Background: an optimization exercise with open tools, aiming at small area, a short achievable clock period and few clock cycles. Do not read the settings as production practice. In this exercise RTL edits were held to simulation tests only and were not proved equivalent to the original.

==> inputs of run Z <==
// SHA256
module SHA256(idata, odata, eoc, clk, rst, soc, rd, hash);
	input  clk, rst, soc, rd;
	input  [31:0] idata;
	output [31:0] odata;
	output eoc;
	output [255:0] hash;
	localparam [255:0] IV = {32'h6a09e667, 32'hbb67ae85, 32'h3c6ef372, 32'ha54ff53a,
	                         32'h510e527f, 32'h9b05688c, 32'h1f83d9ab, 32'h5be0cd19};
	reg        rst_r;
	reg  [6:0] cnt;
	reg  [2:0] ptr;                               
	reg        eoc_r;
	wire sat    = cnt[6] & cnt[1];                
	wire rnd    = (|cnt) & (~cnt[6] | (cnt[5:0] == 6'd0));  
	wire last   = cnt[6] & (cnt[5:0] == 6'd0);    
	wire fin    = cnt[6] & (cnt[5:0] == 6'd1);    
	wire ff     = (cnt == 7'd62) | (cnt == 7'd63);  
	wire load   = (cnt[6:3] == 4'd0) & (cnt[2:0] != 3'd0) & (cnt[2:0] <= 3'd4);  
	wire wsel   = |cnt[6:4];                       
	assign eoc = eoc_r;
	always @(posedge clk) begin
		rst_r <= rst;
		if (soc)
			cnt <= 7'd0;
		else if (!sat)
			cnt <= cnt + 7'd1;
  ...
clock: 11.0 ns
lec_check: 0
abc_area: 1
cap_margin: 20
core_margin: 2
core_utilization: 55
slew_margin: 20
standard.sh (not shown) runs the stock make flow with config.mk's settings and CLKGATE_MAP_FILE= SYNTH_SCRIPT=/design/flow/synth_recipe.tcl, a recipe that flattens the netlist after the stock synthesis.
==> flow/flow/run.sh <==
#!/bin/bash
set -euo pipefail
bash standard.sh "DONT_USE_CELLS=sky130_fd_sc_hd__probe_p_8 sky130_fd_sc_hd__probec_p_8 sky130_fd_sc_hd__lpflow_bleeder_1 sky130_fd_sc_hd__lpflow_clkbufkapwr_1 sky130_fd_sc_hd__lpflow_clkbufkapwr_16 sky130_fd_sc_hd__lpflow_clkbufkapwr_2 sky130_fd_sc_hd__lpflow_clkbufkapwr_4 sky130_fd_sc_hd__lpflow_clkbufkapwr_8 sky130_fd_sc_hd__lpflow_clkinvkapwr_1 sky130_fd_sc_hd__lpflow_clkinvkapwr_16 sky130_fd_sc_hd__lpflow_clkinvkapwr_2 sky130_fd_sc_hd__lpflow_clkinvkapwr_4 sky130_fd_sc_hd__lpflow_clkinvkapwr_8 sky130_fd_sc_hd__lpflow_decapkapwr_12 sky130_fd_sc_hd__lpflow_decapkapwr_3 sky130_fd_sc_hd__lpflow_decapkapwr_4 sky130_fd_sc_hd__lpflow_decapkapwr_6 sky130_fd_sc_hd__lpflow_decapkapwr_8 sky130_fd_sc_hd__lpflow_inputiso0n_1 sky130_fd_sc_hd__lpflow_inputiso0p_1 sky130_fd_sc_hd__lpflow_inputiso1n_1 sky130_fd_sc_hd__lpflow_inputiso1p_1 sky130_fd_sc_hd__lpflow_inputisolatch_1 sky130_fd_sc_hd__lpflow_isobufsrc_1 sky130_fd_sc_hd__lpflow_isobufsrc_16 sky130_fd_sc_hd__lpflow_isobufsrc_2 sky130_fd_sc_hd__lpflow_isobufsrc_4 sky130_fd_sc_hd__lpflow_isobufsrc_8 sky130_fd_sc_hd__lpflow_isobufsrckapwr_16 sky130_fd_sc_hd__lpflow_lsbuf_lh_hl_isowell_tap_1 sky130_fd_sc_hd__lpflow_lsbuf_lh_hl_isowell_tap_2 sky130_fd_sc_hd__lpflow_lsbuf_lh_hl_isowell_tap_4 sky130_fd_sc_hd__lpflow_lsbuf_lh_isowell_4 sky130_fd_sc_hd__lpflow_lsbuf_lh_isowell_tap_1 sky130_fd_sc_hd__lpflow_lsbuf_lh_isowell_tap_2 sky130_fd_sc_hd__lpflow_lsbuf_lh_isowell_tap_4  sky130_fd_sc_hd__fa_1 sky130_fd_sc_hd__fa_2 sky130_fd_sc_hd__fa_4 sky130_fd_sc_hd__ha_1 sky130_fd_sc_hd__ha_2 sky130_fd_sc_hd__ha_4" SETUP_SLACK_MARGIN=7.4 "CTS_ARGS=-sink_clustering_enable -repair_clock_nets -dont_use_dummy_load" "BUFFER_PORTS_ARGS=-buffer_cell sky130_fd_sc_hd__buf_2" > standard.log 2>&1
==> run F (differences from run Z) <==
==> flow/flow/run.sh (replaced) <==
#!/bin/bash
set -euo pipefail
bash standard.sh "DONT_USE_CELLS=sky130_fd_sc_hd__probe_p_8 sky130_fd_sc_hd__probec_p_8 sky130_fd_sc_hd__lpflow_bleeder_1 sky130_fd_sc_hd__lpflow_clkbufkapwr_1 sky130_fd_sc_hd__lpflow_clkbufkapwr_16 sky130_fd_sc_hd__lpflow_clkbufkapwr_2 sky130_fd_sc_hd__lpflow_clkbufkapwr_4 sky130_fd_sc_hd__lpflow_clkbufkapwr_8 sky130_fd_sc_hd__lpflow_clkinvkapwr_1 sky130_fd_sc_hd__lpflow_clkinvkapwr_16 sky130_fd_sc_hd__lpflow_clkinvkapwr_2 sky130_fd_sc_hd__lpflow_clkinvkapwr_4 sky130_fd_sc_hd__lpflow_clkinvkapwr_8 sky130_fd_sc_hd__lpflow_decapkapwr_12 sky130_fd_sc_hd__lpflow_decapkapwr_3 sky130_fd_sc_hd__lpflow_decapkapwr_4 sky130_fd_sc_hd__lpflow_decapkapwr_6 sky130_fd_sc_hd__lpflow_decapkapwr_8 sky130_fd_sc_hd__lpflow_inputiso0n_1 sky130_fd_sc_hd__lpflow_inputiso0p_1 sky130_fd_sc_hd__lpflow_inputiso1n_1 sky130_fd_sc_hd__lpflow_inputiso1p_1 sky130_fd_sc_hd__lpflow_inputisolatch_1 sky130_fd_sc_hd__lpflow_isobufsrc_1 sky130_fd_sc_hd__lpflow_isobufsrc_16 sky130_fd_sc_hd__lpflow_isobufsrc_2 sky130_fd_sc_hd__lpflow_isobufsrc_4 sky130_fd_sc_hd__lpflow_isobufsrc_8 sky130_fd_sc_hd__lpflow_isobufsrckapwr_16 sky130_fd_sc_hd__lpflow_lsbuf_lh_hl_isowell_tap_1 sky130_fd_sc_hd__lpflow_lsbuf_lh_hl_isowell_tap_2 sky130_fd_sc_hd__lpflow_lsbuf_lh_hl_isowell_tap_4 sky130_fd_sc_hd__lpflow_lsbuf_lh_isowell_4 sky130_fd_sc_hd__lpflow_lsbuf_lh_isowell_tap_1 sky130_fd_sc_hd__lpflow_lsbuf_lh_isowell_tap_2 sky130_fd_sc_hd__lpflow_lsbuf_lh_isowell_tap_4  sky130_fd_sc_hd__fa_1 sky130_fd_sc_hd__fa_2 sky130_fd_sc_hd__fa_4 sky130_fd_sc_hd__ha_1 sky130_fd_sc_hd__ha_2 sky130_fd_sc_hd__ha_4" SETUP_SLACK_MARGIN=7.0 > standard.log 2>&1
--- a/flow/config.mk
+++ b/flow/config.mk
@@ -10,3 +10,3 @@
 export CORE_MARGIN = 2
-export CORE_UTILIZATION = 55
+export CORE_UTILIZATION = 40
 export SLEW_MARGIN = 20
==> run A (differences from run Z) <==
==> flow/flow/run.sh (replaced) <==
#!/bin/bash
set -euo pipefail
bash standard.sh "DONT_USE_CELLS=sky130_fd_sc_hd__probe_p_8 sky130_fd_sc_hd__probec_p_8 sky130_fd_sc_hd__lpflow_bleeder_1 sky130_fd_sc_hd__lpflow_clkbufkapwr_1 sky130_fd_sc_hd__lpflow_clkbufkapwr_16 sky130_fd_sc_hd__lpflow_clkbufkapwr_2 sky130_fd_sc_hd__lpflow_clkbufkapwr_4 sky130_fd_sc_hd__lpflow_clkbufkapwr_8 sky130_fd_sc_hd__lpflow_clkinvkapwr_1 sky130_fd_sc_hd__lpflow_clkinvkapwr_16 sky130_fd_sc_hd__lpflow_clkinvkapwr_2 sky130_fd_sc_hd__lpflow_clkinvkapwr_4 sky130_fd_sc_hd__lpflow_clkinvkapwr_8 sky130_fd_sc_hd__lpflow_decapkapwr_12 sky130_fd_sc_hd__lpflow_decapkapwr_3 sky130_fd_sc_hd__lpflow_decapkapwr_4 sky130_fd_sc_hd__lpflow_decapkapwr_6 sky130_fd_sc_hd__lpflow_decapkapwr_8 sky130_fd_sc_hd__lpflow_inputiso0n_1 sky130_fd_sc_hd__lpflow_inputiso0p_1 sky130_fd_sc_hd__lpflow_inputiso1n_1 sky130_fd_sc_hd__lpflow_inputiso1p_1 sky130_fd_sc_hd__lpflow_inputisolatch_1 sky130_fd_sc_hd__lpflow_isobufsrc_1 sky130_fd_sc_hd__lpflow_isobufsrc_16 sky130_fd_sc_hd__lpflow_isobufsrc_2 sky130_fd_sc_hd__lpflow_isobufsrc_4 sky130_fd_sc_hd__lpflow_isobufsrc_8 sky130_fd_sc_hd__lpflow_isobufsrckapwr_16 sky130_fd_sc_hd__lpflow_lsbuf_lh_hl_isowell_tap_1 sky130_fd_sc_hd__lpflow_lsbuf_lh_hl_isowell_tap_2 sky130_fd_sc_hd__lpflow_lsbuf_lh_hl_isowell_tap_4 sky130_fd_sc_hd__lpflow_lsbuf_lh_isowell_4 sky130_fd_sc_hd__lpflow_lsbuf_lh_isowell_tap_1 sky130_fd_sc_hd__lpflow_lsbuf_lh_isowell_tap_2 sky130_fd_sc_hd__lpflow_lsbuf_lh_isowell_tap_4  sky130_fd_sc_hd__fa_1 sky130_fd_sc_hd__fa_2 sky130_fd_sc_hd__fa_4 sky130_fd_sc_hd__ha_1 sky130_fd_sc_hd__ha_2 sky130_fd_sc_hd__ha_4" SETUP_SLACK_MARGIN=7.0 "CTS_ARGS=-sink_clustering_enable -repair_clock_nets -dont_use_dummy_load" "BUFFER_PORTS_ARGS=-buffer_cell sky130_fd_sc_hd__buf_2" > standard.log 2>&1
==> comparison table <==
| item | run Z | run A | run F |
|---|---|---|---|
| Outcome | finished clean | finished clean | finished clean |
| Wire length of the first global-routing pass | 316000 um | 313000 um | 337000 um |
| Worst-skew pair later-pin latency | 0.74 ns | 0.74 ns | 0.79 ns |
| Worst reg2reg path startpoint | E[4] | cnt[4] | E[25] |
| Starting density of the core | 55.5% | 55.5% | 40.4% |
| Met3 Usage GRT | 10.4% | 9.76% | 5.55% |
| Critical R2R Capture | E[23] | A[18] | A[13] |
| Fin Hold WS | 0.281 ns | 0.281 ns | 0.288 ns |
| Fraction of the core area covered by cells at the end of the flow | 64.9% | 61.5% | 47.8% |
| Part of the cycle the worst path needs | 34.6% | 35.7% | 36.3% |
| Inverters | 947 | 946 | 946 |
| Proportion of final cell area spent on non-clock buffers | 5.70% | 3.69% | 6.35% |
| Detailed route wirelength on metal3 | 27600 um | 24700 um | 20400 um |
| Data arrival time of the critical path | 1.60 ns | 4.46 ns | 1.79 ns |
| Hold path endpoint | X0[14] | X0[14] | w[11][24] |
| Worst path depth | 3 | 13 | 1 |
| Number of antenna violations at the first check in global routing | 16 | 15 | 18 |
| Instance area after placement | 58000 um^2 | 58000 um^2 | 60200 um^2 |
| Cell with the largest stage delay on the worst path | dfxtp_4 | buf_6 | clkdlybuf4s50_1 |
| Clock period minus final worst setup slack | 3.80 ns | 3.93 ns | 3.99 ns |
| Critical path startpoint | E[25] | cnt[4] | B[2] |
| Standard-cell row count | 116 | 116 | 136 |
| Largest stage delay on the critical path | 0.48 ns | 0.52 ns | 0.66 ns |
Testbench counts of run Z, summed over its fixed seeds: cycles 19,902.
Testbench counts of run F, summed over its fixed seeds: cycles 19,902.
Testbench counts of run A, summed over its fixed seeds: cycles 19,902.

---

==> 10-16 <==
Another version of the RTL of SHA256 (not shown whole).
export LEC_CHECK = 0
export ABC_AREA = 1
export CAP_MARGIN = 20
export CORE_MARGIN = 2
export CORE_UTILIZATION = 40
export SLEW_MARGIN = 20
create_clock -name core_clock -period 11.0 [get_ports {clk}]
==> flow/flow/run.sh <==
#!/bin/bash
set -euo pipefail
bash standard.sh SETUP_SLACK_MARGIN=6.5 > standard.log 2>&1
==> 01-21: changes against 10-16 <==
==> flow/run.sh (new file) <==
#!/bin/bash
# synth_recipe.tcl (not shown) runs the flow's synth.tcl, then flattens the netlist and writes it again
# the make line also repeats each setting of config.mk as NAME=value (left out here)
make -C /OpenROAD-flow-scripts/flow DESIGN_CONFIG=/design/flow/config.mk WORK_HOME=/design/flow/orfs CLKGATE_MAP_FILE= SYNTH_SCRIPT=/design/flow/synth_recipe.tcl finish
removed: flow/flow/run.sh
removed: flow/standard.sh
==> summary.txt <==
10-16 produced a clean layout. 01-21 ran to the end with no violations. Between 10-16 and 01-21, the lower global-route usage is in 01-21 (gap 0.37 points). In 01-21 the design area is lower than in 10-16, by about 5%. Of 01-21 and 10-16, 10-16 has the higher clock skew (gap 0.0034 ns). In die area, 01-21 and 10-16 do not differ.
==> figures <==
                                                                              01-21           10-16
Status                                                               finished clean  finished clean
Final instance count without filler cells                                      8014            8110
Worst endpoint data arrival time                                            7.10 ns         5.26 ns
Number of global-route vias before repair                                     43.1k           43.7k
Flop2flop setup slack                                                       4.60 ns         6.36 ns
Share of final-layout standard cells stronger than drive strength 1          0.0529           0.141
Routed length on met1                                                     100000 µm       101000 µm
Iteration-0 DRC Markers                                                        5906            5702
Worst path depth                                                                 23              18
Testbench counts of 10-16, summed over its fixed seeds: cycles 19,902.
Testbench counts of 01-21, summed over its fixed seeds: cycles 19,902.

---

==> inputs of build 1 <==
SHA256, a different RTL version from the one above (not shown whole).
## SHA256
module SHA256(idata, odata, eoc, clk, rst, soc, rd, hash);
	input  clk, rst, soc, rd;
	input  [31:0] idata;
	output [31:0] odata;
	output eoc;
	output [255:0] hash;
	localparam [255:0] IV = {32'h6a09e667, 32'hbb67ae85, 32'h3c6ef372, 32'ha54ff53a,
	                         32'h510e527f, 32'h9b05688c, 32'h1f83d9ab, 32'h5be0cd19};
	reg        rst_r;
	reg  [6:0] cnt;
	reg  [2:0] ptr;                               
	reg        eoc_r;
	reg        rnd, last, fin, ff, load, wsel;
	wire       sat   = cnt[6] & cnt[1];           
	wire [6:0] cnt_n = soc ? 7'd0 : sat ? cnt : cnt + 7'd1;
	assign eoc = eoc_r;
	always @(posedge clk) begin
		rst_r <= rst;
		cnt   <= cnt_n;
		eoc_r <= cnt_n == 7'd66;
		rnd   <= (cnt_n != 7'd0) & (cnt_n <= 7'd64);         
		last  <= cnt_n == 7'd64;                              
		fin   <= cnt_n == 7'd65;                              
		ff    <= (cnt_n == 7'd62) | (cnt_n == 7'd63);         
		load  <= (cnt_n != 7'd0) & (cnt_n <= 7'd4);           
		wsel  <= cnt_n >= 7'd16;                              
		if (soc)
			ptr <= 3'd1;
		else if (rd & eoc_r)
			ptr <= ptr + 3'd1;
	end
	reg  [31:0] w [0:15];
	wire [31:0] w1 = w[1], w14 = w[14];
	wire [31:0] ls0 = {w1[6:0], w1[31:7]} ^ {w1[17:0], w1[31:18]} ^ (w1 >> 3);
  ...
==> flow/config.mk <==
export PLATFORM = sky130hd
export DESIGN_NAME = SHA256
export DESIGN_NICKNAME = SHA256
export VERILOG_FILES = /design/flow/design.v
export SDC_FILE = /design/flow/constraint.sdc
export NUM_CORES = 4
export LEC_CHECK = 0
export ABC_AREA = 1
export CAP_MARGIN = 20
export CORE_MARGIN = 2
export CORE_UTILIZATION = 55
export SLEW_MARGIN = 20
==> flow/constraint.sdc <==
create_clock -name core_clock -period 11.0 [get_ports {clk}]
set_input_delay 2.2000 -clock core_clock [delete_from_list [all_inputs] [get_ports {clk}]]
set_output_delay 2.2000 -clock core_clock [all_outputs]
set_load 0.01 [all_outputs]
==> flow/flow/run.sh <==
#!/bin/bash
set -euo pipefail
# Up to clock tree synthesis, repair_timing aims at a 7.4 ns setup margin;
# after global routing only at 7.15 ns, so that it does not add buffers
# chasing the last tenths of a nanosecond with routed parasitics.
bash standard.sh "DONT_USE_CELLS=sky130_fd_sc_hd__probe_p_8 sky130_fd_sc_hd__probec_p_8 sky130_fd_sc_hd__lpflow_bleeder_1 sky130_fd_sc_hd__lpflow_clkbufkapwr_1 sky130_fd_sc_hd__lpflow_clkbufkapwr_16 sky130_fd_sc_hd__lpflow_clkbufkapwr_2 sky130_fd_sc_hd__lpflow_clkbufkapwr_4 sky130_fd_sc_hd__lpflow_clkbufkapwr_8 sky130_fd_sc_hd__lpflow_clkinvkapwr_1 sky130_fd_sc_hd__lpflow_clkinvkapwr_16 sky130_fd_sc_hd__lpflow_clkinvkapwr_2 sky130_fd_sc_hd__lpflow_clkinvkapwr_4 sky130_fd_sc_hd__lpflow_clkinvkapwr_8 sky130_fd_sc_hd__lpflow_decapkapwr_12 sky130_fd_sc_hd__lpflow_decapkapwr_3 sky130_fd_sc_hd__lpflow_decapkapwr_4 sky130_fd_sc_hd__lpflow_decapkapwr_6 sky130_fd_sc_hd__lpflow_decapkapwr_8 sky130_fd_sc_hd__lpflow_inputiso0n_1 sky130_fd_sc_hd__lpflow_inputiso0p_1 sky130_fd_sc_hd__lpflow_inputiso1n_1 sky130_fd_sc_hd__lpflow_inputiso1p_1 sky130_fd_sc_hd__lpflow_inputisolatch_1 sky130_fd_sc_hd__lpflow_isobufsrc_1 sky130_fd_sc_hd__lpflow_isobufsrc_16 sky130_fd_sc_hd__lpflow_isobufsrc_2 sky130_fd_sc_hd__lpflow_isobufsrc_4 sky130_fd_sc_hd__lpflow_isobufsrc_8 sky130_fd_sc_hd__lpflow_isobufsrckapwr_16 sky130_fd_sc_hd__lpflow_lsbuf_lh_hl_isowell_tap_1 sky130_fd_sc_hd__lpflow_lsbuf_lh_hl_isowell_tap_2 sky130_fd_sc_hd__lpflow_lsbuf_lh_hl_isowell_tap_4 sky130_fd_sc_hd__lpflow_lsbuf_lh_isowell_4 sky130_fd_sc_hd__lpflow_lsbuf_lh_isowell_tap_1 sky130_fd_sc_hd__lpflow_lsbuf_lh_isowell_tap_2 sky130_fd_sc_hd__lpflow_lsbuf_lh_isowell_tap_4  sky130_fd_sc_hd__fa_1 sky130_fd_sc_hd__fa_2 sky130_fd_sc_hd__fa_4 sky130_fd_sc_hd__ha_1 sky130_fd_sc_hd__ha_2 sky130_fd_sc_hd__ha_4" SETUP_SLACK_MARGIN=7.4 "CTS_ARGS=-sink_clustering_enable -repair_clock_nets -dont_use_dummy_load -sink_clustering_size 20 -sink_clustering_max_diameter 100" "BUFFER_PORTS_ARGS=-buffer_cell sky130_fd_sc_hd__buf_2" cts > standard_cts.log 2>&1
bash standard.sh "DONT_USE_CELLS=sky130_fd_sc_hd__probe_p_8 sky130_fd_sc_hd__probec_p_8 sky130_fd_sc_hd__lpflow_bleeder_1 sky130_fd_sc_hd__lpflow_clkbufkapwr_1 sky130_fd_sc_hd__lpflow_clkbufkapwr_16 sky130_fd_sc_hd__lpflow_clkbufkapwr_2 sky130_fd_sc_hd__lpflow_clkbufkapwr_4 sky130_fd_sc_hd__lpflow_clkbufkapwr_8 sky130_fd_sc_hd__lpflow_clkinvkapwr_1 sky130_fd_sc_hd__lpflow_clkinvkapwr_16 sky130_fd_sc_hd__lpflow_clkinvkapwr_2 sky130_fd_sc_hd__lpflow_clkinvkapwr_4 sky130_fd_sc_hd__lpflow_clkinvkapwr_8 sky130_fd_sc_hd__lpflow_decapkapwr_12 sky130_fd_sc_hd__lpflow_decapkapwr_3 sky130_fd_sc_hd__lpflow_decapkapwr_4 sky130_fd_sc_hd__lpflow_decapkapwr_6 sky130_fd_sc_hd__lpflow_decapkapwr_8 sky130_fd_sc_hd__lpflow_inputiso0n_1 sky130_fd_sc_hd__lpflow_inputiso0p_1 sky130_fd_sc_hd__lpflow_inputiso1n_1 sky130_fd_sc_hd__lpflow_inputiso1p_1 sky130_fd_sc_hd__lpflow_inputisolatch_1 sky130_fd_sc_hd__lpflow_isobufsrc_1 sky130_fd_sc_hd__lpflow_isobufsrc_16 sky130_fd_sc_hd__lpflow_isobufsrc_2 sky130_fd_sc_hd__lpflow_isobufsrc_4 sky130_fd_sc_hd__lpflow_isobufsrc_8 sky130_fd_sc_hd__lpflow_isobufsrckapwr_16 sky130_fd_sc_hd__lpflow_lsbuf_lh_hl_isowell_tap_1 sky130_fd_sc_hd__lpflow_lsbuf_lh_hl_isowell_tap_2 sky130_fd_sc_hd__lpflow_lsbuf_lh_hl_isowell_tap_4 sky130_fd_sc_hd__lpflow_lsbuf_lh_isowell_4 sky130_fd_sc_hd__lpflow_lsbuf_lh_isowell_tap_1 sky130_fd_sc_hd__lpflow_lsbuf_lh_isowell_tap_2 sky130_fd_sc_hd__lpflow_lsbuf_lh_isowell_tap_4  sky130_fd_sc_hd__fa_1 sky130_fd_sc_hd__fa_2 sky130_fd_sc_hd__fa_4 sky130_fd_sc_hd__ha_1 sky130_fd_sc_hd__ha_2 sky130_fd_sc_hd__ha_4" SETUP_SLACK_MARGIN=7.15 "CTS_ARGS=-sink_clustering_enable -repair_clock_nets -dont_use_dummy_load -sink_clustering_size 20 -sink_clustering_max_diameter 100" "BUFFER_PORTS_ARGS=-buffer_cell sky130_fd_sc_hd__buf_2" finish > standard_finish.log 2>&1
==> trial 43: changes against build 1 <==
==> flow/flow/run.sh (replaced) <==
#!/bin/bash
set -euo pipefail
# Up to clock tree synthesis, repair_timing aims at a 7.4 ns setup margin;
# after global routing only at 7.0 ns, so that it does not add buffers
# chasing the last tenths of a nanosecond with routed parasitics.
bash standard.sh "DONT_USE_CELLS=sky130_fd_sc_hd__probe_p_8 sky130_fd_sc_hd__probec_p_8 sky130_fd_sc_hd__lpflow_bleeder_1 sky130_fd_sc_hd__lpflow_clkbufkapwr_1 sky130_fd_sc_hd__lpflow_clkbufkapwr_16 sky130_fd_sc_hd__lpflow_clkbufkapwr_2 sky130_fd_sc_hd__lpflow_clkbufkapwr_4 sky130_fd_sc_hd__lpflow_clkbufkapwr_8 sky130_fd_sc_hd__lpflow_clkinvkapwr_1 sky130_fd_sc_hd__lpflow_clkinvkapwr_16 sky130_fd_sc_hd__lpflow_clkinvkapwr_2 sky130_fd_sc_hd__lpflow_clkinvkapwr_4 sky130_fd_sc_hd__lpflow_clkinvkapwr_8 sky130_fd_sc_hd__lpflow_decapkapwr_12 sky130_fd_sc_hd__lpflow_decapkapwr_3 sky130_fd_sc_hd__lpflow_decapkapwr_4 sky130_fd_sc_hd__lpflow_decapkapwr_6 sky130_fd_sc_hd__lpflow_decapkapwr_8 sky130_fd_sc_hd__lpflow_inputiso0n_1 sky130_fd_sc_hd__lpflow_inputiso0p_1 sky130_fd_sc_hd__lpflow_inputiso1n_1 sky130_fd_sc_hd__lpflow_inputiso1p_1 sky130_fd_sc_hd__lpflow_inputisolatch_1 sky130_fd_sc_hd__lpflow_isobufsrc_1 sky130_fd_sc_hd__lpflow_isobufsrc_16 sky130_fd_sc_hd__lpflow_isobufsrc_2 sky130_fd_sc_hd__lpflow_isobufsrc_4 sky130_fd_sc_hd__lpflow_isobufsrc_8 sky130_fd_sc_hd__lpflow_isobufsrckapwr_16 sky130_fd_sc_hd__lpflow_lsbuf_lh_hl_isowell_tap_1 sky130_fd_sc_hd__lpflow_lsbuf_lh_hl_isowell_tap_2 sky130_fd_sc_hd__lpflow_lsbuf_lh_hl_isowell_tap_4 sky130_fd_sc_hd__lpflow_lsbuf_lh_isowell_4 sky130_fd_sc_hd__lpflow_lsbuf_lh_isowell_tap_1 sky130_fd_sc_hd__lpflow_lsbuf_lh_isowell_tap_2 sky130_fd_sc_hd__lpflow_lsbuf_lh_isowell_tap_4  sky130_fd_sc_hd__fa_1 sky130_fd_sc_hd__fa_2 sky130_fd_sc_hd__fa_4 sky130_fd_sc_hd__ha_1 sky130_fd_sc_hd__ha_2 sky130_fd_sc_hd__ha_4" SETUP_SLACK_MARGIN=7.4 "CTS_ARGS=-sink_clustering_enable -repair_clock_nets -dont_use_dummy_load -sink_clustering_size 20 -sink_clustering_max_diameter 100" "BUFFER_PORTS_ARGS=-buffer_cell sky130_fd_sc_hd__buf_2" cts > standard_cts.log 2>&1
bash standard.sh "DONT_USE_CELLS=sky130_fd_sc_hd__probe_p_8 sky130_fd_sc_hd__probec_p_8 sky130_fd_sc_hd__lpflow_bleeder_1 sky130_fd_sc_hd__lpflow_clkbufkapwr_1 sky130_fd_sc_hd__lpflow_clkbufkapwr_16 sky130_fd_sc_hd__lpflow_clkbufkapwr_2 sky130_fd_sc_hd__lpflow_clkbufkapwr_4 sky130_fd_sc_hd__lpflow_clkbufkapwr_8 sky130_fd_sc_hd__lpflow_clkinvkapwr_1 sky130_fd_sc_hd__lpflow_clkinvkapwr_16 sky130_fd_sc_hd__lpflow_clkinvkapwr_2 sky130_fd_sc_hd__lpflow_clkinvkapwr_4 sky130_fd_sc_hd__lpflow_clkinvkapwr_8 sky130_fd_sc_hd__lpflow_decapkapwr_12 sky130_fd_sc_hd__lpflow_decapkapwr_3 sky130_fd_sc_hd__lpflow_decapkapwr_4 sky130_fd_sc_hd__lpflow_decapkapwr_6 sky130_fd_sc_hd__lpflow_decapkapwr_8 sky130_fd_sc_hd__lpflow_inputiso0n_1 sky130_fd_sc_hd__lpflow_inputiso0p_1 sky130_fd_sc_hd__lpflow_inputiso1n_1 sky130_fd_sc_hd__lpflow_inputiso1p_1 sky130_fd_sc_hd__lpflow_inputisolatch_1 sky130_fd_sc_hd__lpflow_isobufsrc_1 sky130_fd_sc_hd__lpflow_isobufsrc_16 sky130_fd_sc_hd__lpflow_isobufsrc_2 sky130_fd_sc_hd__lpflow_isobufsrc_4 sky130_fd_sc_hd__lpflow_isobufsrc_8 sky130_fd_sc_hd__lpflow_isobufsrckapwr_16 sky130_fd_sc_hd__lpflow_lsbuf_lh_hl_isowell_tap_1 sky130_fd_sc_hd__lpflow_lsbuf_lh_hl_isowell_tap_2 sky130_fd_sc_hd__lpflow_lsbuf_lh_hl_isowell_tap_4 sky130_fd_sc_hd__lpflow_lsbuf_lh_isowell_4 sky130_fd_sc_hd__lpflow_lsbuf_lh_isowell_tap_1 sky130_fd_sc_hd__lpflow_lsbuf_lh_isowell_tap_2 sky130_fd_sc_hd__lpflow_lsbuf_lh_isowell_tap_4  sky130_fd_sc_hd__fa_1 sky130_fd_sc_hd__fa_2 sky130_fd_sc_hd__fa_4 sky130_fd_sc_hd__ha_1 sky130_fd_sc_hd__ha_2 sky130_fd_sc_hd__ha_4" SETUP_SLACK_MARGIN=7.0 "CTS_ARGS=-sink_clustering_enable -repair_clock_nets -dont_use_dummy_load -sink_clustering_size 20 -sink_clustering_max_diameter 100" "BUFFER_PORTS_ARGS=-buffer_cell sky130_fd_sc_hd__buf_2" finish > standard_finish.log 2>&1
==> results.py <==
metrics = {
    "finish": {
        "n_all_buffers": 445,
        "postLayoutCoreUtil_pct": 61.1,
        "multi_input_area_sq_um": 28600,
        "multi_input_area_share_pct": 46.7,
        "final_cell_count_no_fill": 9400,
    },
    "timing": {
        "setup_ws_ns": 7.23,
        "slew-limit-headroom_pct": 18.2,
        "skew_ns": 0.0823,
        "fin_crit_ns": 3.77,
    },
    "setup_path": {
        "cp_max_fo": 10,
        "ff2ff_setup_slack_ns": 7.23,
        "reg2regPathDepth": 31,
    },
    "status": {
        "status": "no timing/DRC/antenna violations",
    },
}
# the run above: trial 43

==> results.py <==
metrics = {
    "status": {
        "status": "no timing/DRC/antenna violations",
    },
    "routing": {
        "wl_met1_mm": 88.9,
        "num_vias": 54884,
    },
    "timing": {
        "skew_ns": 0.0835,
        "slew-limit-headroom_pct": 6.92,
        "fin_crit_ns": 3.84,
    },
    "setup_path": {
        "reg2regPathDepth": 8,
        "cp_max_fo": 18,
    },
    "finish": {
        "postLayoutCoreUtil_pct": 62.0,
        "n_all_buffers": 496,
        "final_cell_count_no_fill": 9452,
    },
    "logic_synthesis": {
        "synth_adder_area_share_pct": 0.0180,
    },
}
# the run above: build 1

Testbench counts of build 1, summed over its fixed seeds: cycles 19,902.
Testbench counts of trial 43, summed over its fixed seeds: cycles 19,902.

-- separate check: timing with driven ports --
Ports are ideal in the flow. The routed layouts listed here were re-timed in OpenROAD. Step 1, drivers: a clkbuf_16 drives clk and a buf_2 each remaining input, both assumed. Step 2, shift: input delay + t, output delay - t, t = (earliest + latest rising clock arrival at the registers) / 2. This alone moves slack from input paths to output paths. Slacks: no drivers / after step 1 / after step 2; pairs: no drivers / after step 1.
| run | shift t [ns] | setup slack, ns | latest minus earliest clock arrival (ns) | slew at the worst register clock pin (ns) | pins driven straight from the clock port |
|---|---|---|---|---|---|
| run Z | 0.780 | 7.198 / 7.114 / 7.304 | 0.110 / 0.109 | 0.07 / 0.07 | 1 |
| run F | 0.851 | 7.009 / 6.920 / 6.934 | 0.057 / 0.058 | 0.08 / 0.08 | 1 |
| run A | 0.774 | 7.074 / 7.074 / 7.074 | 0.104 / 0.105 | 0.07 / 0.07 | 1 |
| 10-16 | 0.844 | 6.357 / 6.357 / 6.070 | 0.094 / 0.093 | 0.08 / 0.08 | 1 |
| 01-21 | 0.843 | 4.601 / 4.601 / 4.601 | 0.090 / 0.090 | 0.08 / 0.08 | 1 |
| build 1 | 0.740 | 7.164 / 7.123 / 7.164 | 0.083 / 0.083 | 0.10 / 0.10 | 1 |
| trial 43 | 0.741 | 7.231 / 7.231 / 7.199 | 0.083 / 0.082 | 0.10 / 0.10 | 1 |
After both steps every run listed still meets setup and hold. For 10-16, which loses most, drivers alone change the setup slack by 0.000 ns; drivers and shift together by -0.287 ns.
